This is an optimization exercise on Yosys and OpenROAD, whose aim is small area, a short achievable clock period and few clock cycles per item, not a production implementation. Function was checked by simulation only, so behaviour that the tests miss may differ from the original.

## job 4095
==> flow/design.v <==
module srt4_steps #(parameter S = 6, parameter LW = 34, parameter NW = 6) (
  input  [32:0]   ws_i,
  input  [32:0]   wc_i,
  input  [LW-1:0] low_i,
  input  [NW-1:0] qn_i,
  input  [30:0]   dn,
  output [32:0]   ws_o,
  output [32:0]   wc_o,
  output [LW-1:0] low_o,
  output [NW-1:0] qn_o
);
  function automatic [3:0] qsel(input [6:0] est, input [2:0] di);
    reg signed [6:0] e;
    reg signed [6:0] m2, m1, m0, mn;
    reg ge2, ge1, ge0, gen;
    begin
      e = est;
      case (di)
        3'd0: begin m2 = 7'sd12; mn = -7'sd13; end
        3'd1: begin m2 = 7'sd14; mn = -7'sd15; end
        3'd2: begin m2 = 7'sd15; mn = -7'sd16; end
        3'd3: begin m2 = 7'sd16; mn = -7'sd18; end
        3'd4: begin m2 = 7'sd18; mn = -7'sd20; end
        3'd5: begin m2 = 7'sd20; mn = -7'sd20; end
        3'd6: begin m2 = 7'sd20; mn = -7'sd22; end
        default: begin m2 = 7'sd24; mn = -7'sd24; end
      endcase
      m1 = di[2] ? 7'sd6 : 7'sd4;
      m0 = di[2] ? -7'sd8 : -7'sd5;
      ge2 = (e >= m2);
      ge1 = (e >= m1);
      ge0 = (e >= m0);
      gen = (e >= mn);
      qsel = {ge1, ~ge0, ge2 | ~gen, (ge1 & ~ge2) | (gen & ~ge0)};
    end
  endfunction
  reg [32:0]   ws, wc;
  reg [LW-1:0] low;
  reg [NW-1:0] qn;
  reg [34:0]   ys, yc, op, s35, c35;
  reg [6:0]    est;
  reg [3:0]    qd;
  integer s;
  always @(*) begin
    ws  = ws_i;
    wc  = wc_i;
    low = low_i;
    qn  = qn_i;
    for (s = 0; s < S; s = s + 1) begin
      ys  = {ws, low[LW-1:LW-2]};
      yc  = {wc, 2'b00};
      est = ys[34:28] + yc[34:28];
      qd  = qsel(est, dn[30:28]);
      op  = ({35{qd[3] & qd[1]}} & ~{2'b01, dn, 1'b0}) | ({35{qd[3] & qd[0]}} & ~{3'b001, dn})
          | ({35{qd[2] & qd[1]}} &  {2'b01, dn, 1'b0}) | ({35{qd[2] & qd[0]}} &  {3'b001, dn});
      s35 = ys ^ yc ^ op;
      c35 = {(ys[33:0] & yc[33:0]) | (ys[33:0] & op[33:0]) | (yc[33:0] & op[33:0]), qd[3]};
      ws  = s35[32:0];
      wc  = c35[32:0];
      low = {low[LW-3:0], qd[1] | (qd[2] & qd[0]), qd[0]};
      qn  = {qn[NW-2:0], qd[2]};
    end
  end
  assign ws_o  = ws;
  assign wc_o  = wc;
  assign low_o = low;
  assign qn_o  = qn;
endmodule
module div_top (
  input         clk,
  input         rst,
  input         in_valid,
  output        in_ready,
  input  [63:0] dividend,
  input  [31:0] divisor,
  output        out_valid,
  output [32:0] quotient
);
  localparam S1 = 5, S2 = 6, S3 = 6;    
  localparam W  = 2 * (S1 + S2 + S3);   
  localparam N1 = S1;                   
  localparam N2 = S1 + S2;              
  localparam N3 = S1 + S2 + S3;
  reg        v0;
  reg [63:0] a0;
  reg [31:0] d0;
  always @(posedge clk) begin
    if (rst) v0 <= 1'b0;
    else     v0 <= in_valid;
    a0 <= dividend;
    d0 <= divisor;
  end
  wire sat0 = !(a0[63:33] < d0);    
  reg [4:0] sh;
  integer i;
  always @(*) begin
    sh = 5'd0;
    for (i = 0; i < 32; i = i + 1)
      if (d0[i]) sh = 5'd31 - i[4:0];
  end
  wire [31:0]   dn0 = d0 << sh;
  wire [94:0]   an0 = {31'd0, a0} << sh;
  wire [32:0]   w0  = {2'b00, an0[64:W]};
  wire [32:0]   ws1_c, wc1_c;
  wire [W-1:0]  low1_c;
  wire [N1-1:0] qn1_c;
  srt4_steps #(.S(S1), .LW(W), .NW(N1)) u_s1 (
    .ws_i(w0), .wc_i(33'd0), .low_i(an0[W-1:0]), .qn_i({N1{1'b0}}), .dn(dn0[30:0]),
    .ws_o(ws1_c), .wc_o(wc1_c), .low_o(low1_c), .qn_o(qn1_c));
  reg          v1, sat1;
  reg [32:0]   ws1, wc1;
  reg [W-1:0]  low1;
  reg [N1-1:0] qn1;
  reg [30:0]   dn1;
  always @(posedge clk) begin
    if (rst) v1 <= 1'b0;
    else     v1 <= v0;
    sat1 <= sat0;
    ws1  <= ws1_c;
    wc1  <= wc1_c;
    low1 <= low1_c;
    qn1  <= qn1_c;
    dn1  <= dn0[30:0];
  end
  wire [32:0]   ws2_c, wc2_c;
  wire [W-1:0]  low2_c;
  wire [N2-1:0] qn2_c;
  srt4_steps #(.S(S2), .LW(W), .NW(N2)) u_s2 (
    .ws_i(ws1), .wc_i(wc1), .low_i(low1), .qn_i({{(N2-N1){1'b0}}, qn1}), .dn(dn1),
    .ws_o(ws2_c), .wc_o(wc2_c), .low_o(low2_c), .qn_o(qn2_c));
  reg          v2, sat2;
  reg [32:0]   ws2, wc2;
  reg [W-1:0]  low2;
  reg [N2-1:0] qn2;
  reg [30:0]   dn2;
  always @(posedge clk) begin
    if (rst) v2 <= 1'b0;
    else     v2 <= v1;
    sat2 <= sat1;
    ws2  <= ws2_c;
    wc2  <= wc2_c;
    low2 <= low2_c;
    qn2  <= qn2_c;
    dn2  <= dn1;
  end
  wire [32:0]  ws3_c, wc3_c;
  wire [W-1:0] low3_c;
  wire [N3-1:0] qn3_c;
  srt4_steps #(.S(S3), .LW(W), .NW(N3)) u_s3 (
    .ws_i(ws2), .wc_i(wc2), .low_i(low2), .qn_i({{(N3-N2){1'b0}}, qn2}), .dn(dn2),
    .ws_o(ws3_c), .wc_o(wc3_c), .low_o(low3_c), .qn_o(qn3_c));
  reg [W-1:0] nq;
  integer j;
  always @(*) begin
    nq = {W{1'b0}};
    for (j = 0; j < N3 - 1; j = j + 1)
      nq[2*j+2] = qn3_c[j];
  end
  wire [32:0] rfin = ws3_c + wc3_c;
  wire [32:0] q3   = low3_c[32:0] - nq[32:0] - {32'd0, rfin[32]};
  reg        v3;
  reg [32:0] q_r;
  always @(posedge clk) begin
    if (rst) v3 <= 1'b0;
    else     v3 <= v2;
    q_r <= q3 | {33{sat2}};
  end
  assign in_ready  = 1'b1;
  assign out_valid = v3;
  assign quotient  = q_r;
endmodule
Settings: LEC_CHECK=0, ABC_AREA=1, CAP_MARGIN=20, CORE_MARGIN=2, CORE_UTILIZATION=55, CTS_CLUSTER_DIAMETER=50, CTS_CLUSTER_SIZE=10, SETUP_SLACK_MARGIN=3, SLEW_MARGIN=20; clock period 175.0 ns.
run.sh (not shown) runs the stock make flow with config.mk's settings and CLKGATE_MAP_FILE= SYNTH_SCRIPT=/design/flow/synth_recipe.tcl, a recipe that flattens the netlist after the stock synthesis.
Testbench counts of job 4095, summed over its fixed seeds: cycles 3,232, items 3,200.
Modified inputs, job 7866 compared to job 4095
diff --git a/flow/design.v b/flow/design.v
--- a/flow/design.v
+++ b/flow/design.v
@@ -36,9 +36,9 @@
   endfunction
   reg [32:0]   ws, wc;
   reg [LW-1:0] low;
   reg [NW-1:0] qn;
-  reg [34:0]   ys, yc, op, s35, c35;
+  reg [34:0]   ys, yc, mag, op, s35, c35;
   reg [6:0]    est;
   reg [3:0]    qd;
   integer s;
   always @(*) begin
@@ -50,10 +50,10 @@
       ys  = {ws, low[LW-1:LW-2]};
       yc  = {wc, 2'b00};
       est = ys[34:28] + yc[34:28];
       qd  = qsel(est, dn[30:28]);
-      op  = ({35{qd[3] & qd[1]}} & ~{2'b01, dn, 1'b0}) | ({35{qd[3] & qd[0]}} & ~{3'b001, dn})
-          | ({35{qd[2] & qd[1]}} &  {2'b01, dn, 1'b0}) | ({35{qd[2] & qd[0]}} &  {3'b001, dn});
+      mag = qd[1] ? {2'b01, dn, 1'b0} : (qd[0] ? {3'b001, dn} : 35'd0);
+      op  = qd[3] ? ~mag : mag;
       s35 = ys ^ yc ^ op;
       c35 = {(ys[33:0] & yc[33:0]) | (ys[33:0] & op[33:0]) | (yc[33:0] & op[33:0]), qd[3]};
       ws  = s35[32:0];
       wc  = c35[32:0];
## What came out
NOTE: global-route usage in job 7866 falls short of that of job 4095. In job 7866, the mean area per synthesized cell came out about 2.3% below the value in job 4095. Count of max-cap constraint violations came out exactly the same in job 7866 and job 4095. Compare job 7866 and job 4095 | non-clock buffer count higher: job 4095. Final cell area: job 7866 above job 4095. Job 7866 vs job 4095: initial antenna violation count down in job 7866. Per the comparison of job 7866 with job 4095, area fraction in compound gates after synthesis down 5.0 points; non-filler instance count after layout up 381.
Testbench counts of job 7866, summed over its fixed seeds: cycles 3,232, items 3,200.

==> what the ideal ports hide <==
No port has a modelled driver above. Below, the same layouts with a new extraction and two added sets of constraints.
Step 1 (the two cells are an assumption about what drives the block):
set clk [get_ports {clk}]
set_driving_cell -lib_cell sky130_fd_sc_hd__clkbuf_16 $clk
set_driving_cell -lib_cell sky130_fd_sc_hd__buf_2 [delete_from_list [all_inputs] $clk]
Step 2 also shifts input and output timing later by t, the mid clock arrival at the registers, as if the neighbouring blocks saw the same clock.
Three values: no drivers, after step 1, after step 2; two values: the first two.
run	t (ns)	setup WS [ns]	hold slack, ns	worst register clock-pin slew, ns	cell pins on the clock port's net
job 4095	0.706	138.507 / 138.439 / 139.145	0.325 / 0.325 / 0.325	0.06 / 0.06	1
job 7866	0.710	138.481 / 138.412 / 139.122	0.322 / 0.322 / 0.322	0.06 / 0.06	1
After both steps setup and hold are still met in every run listed.
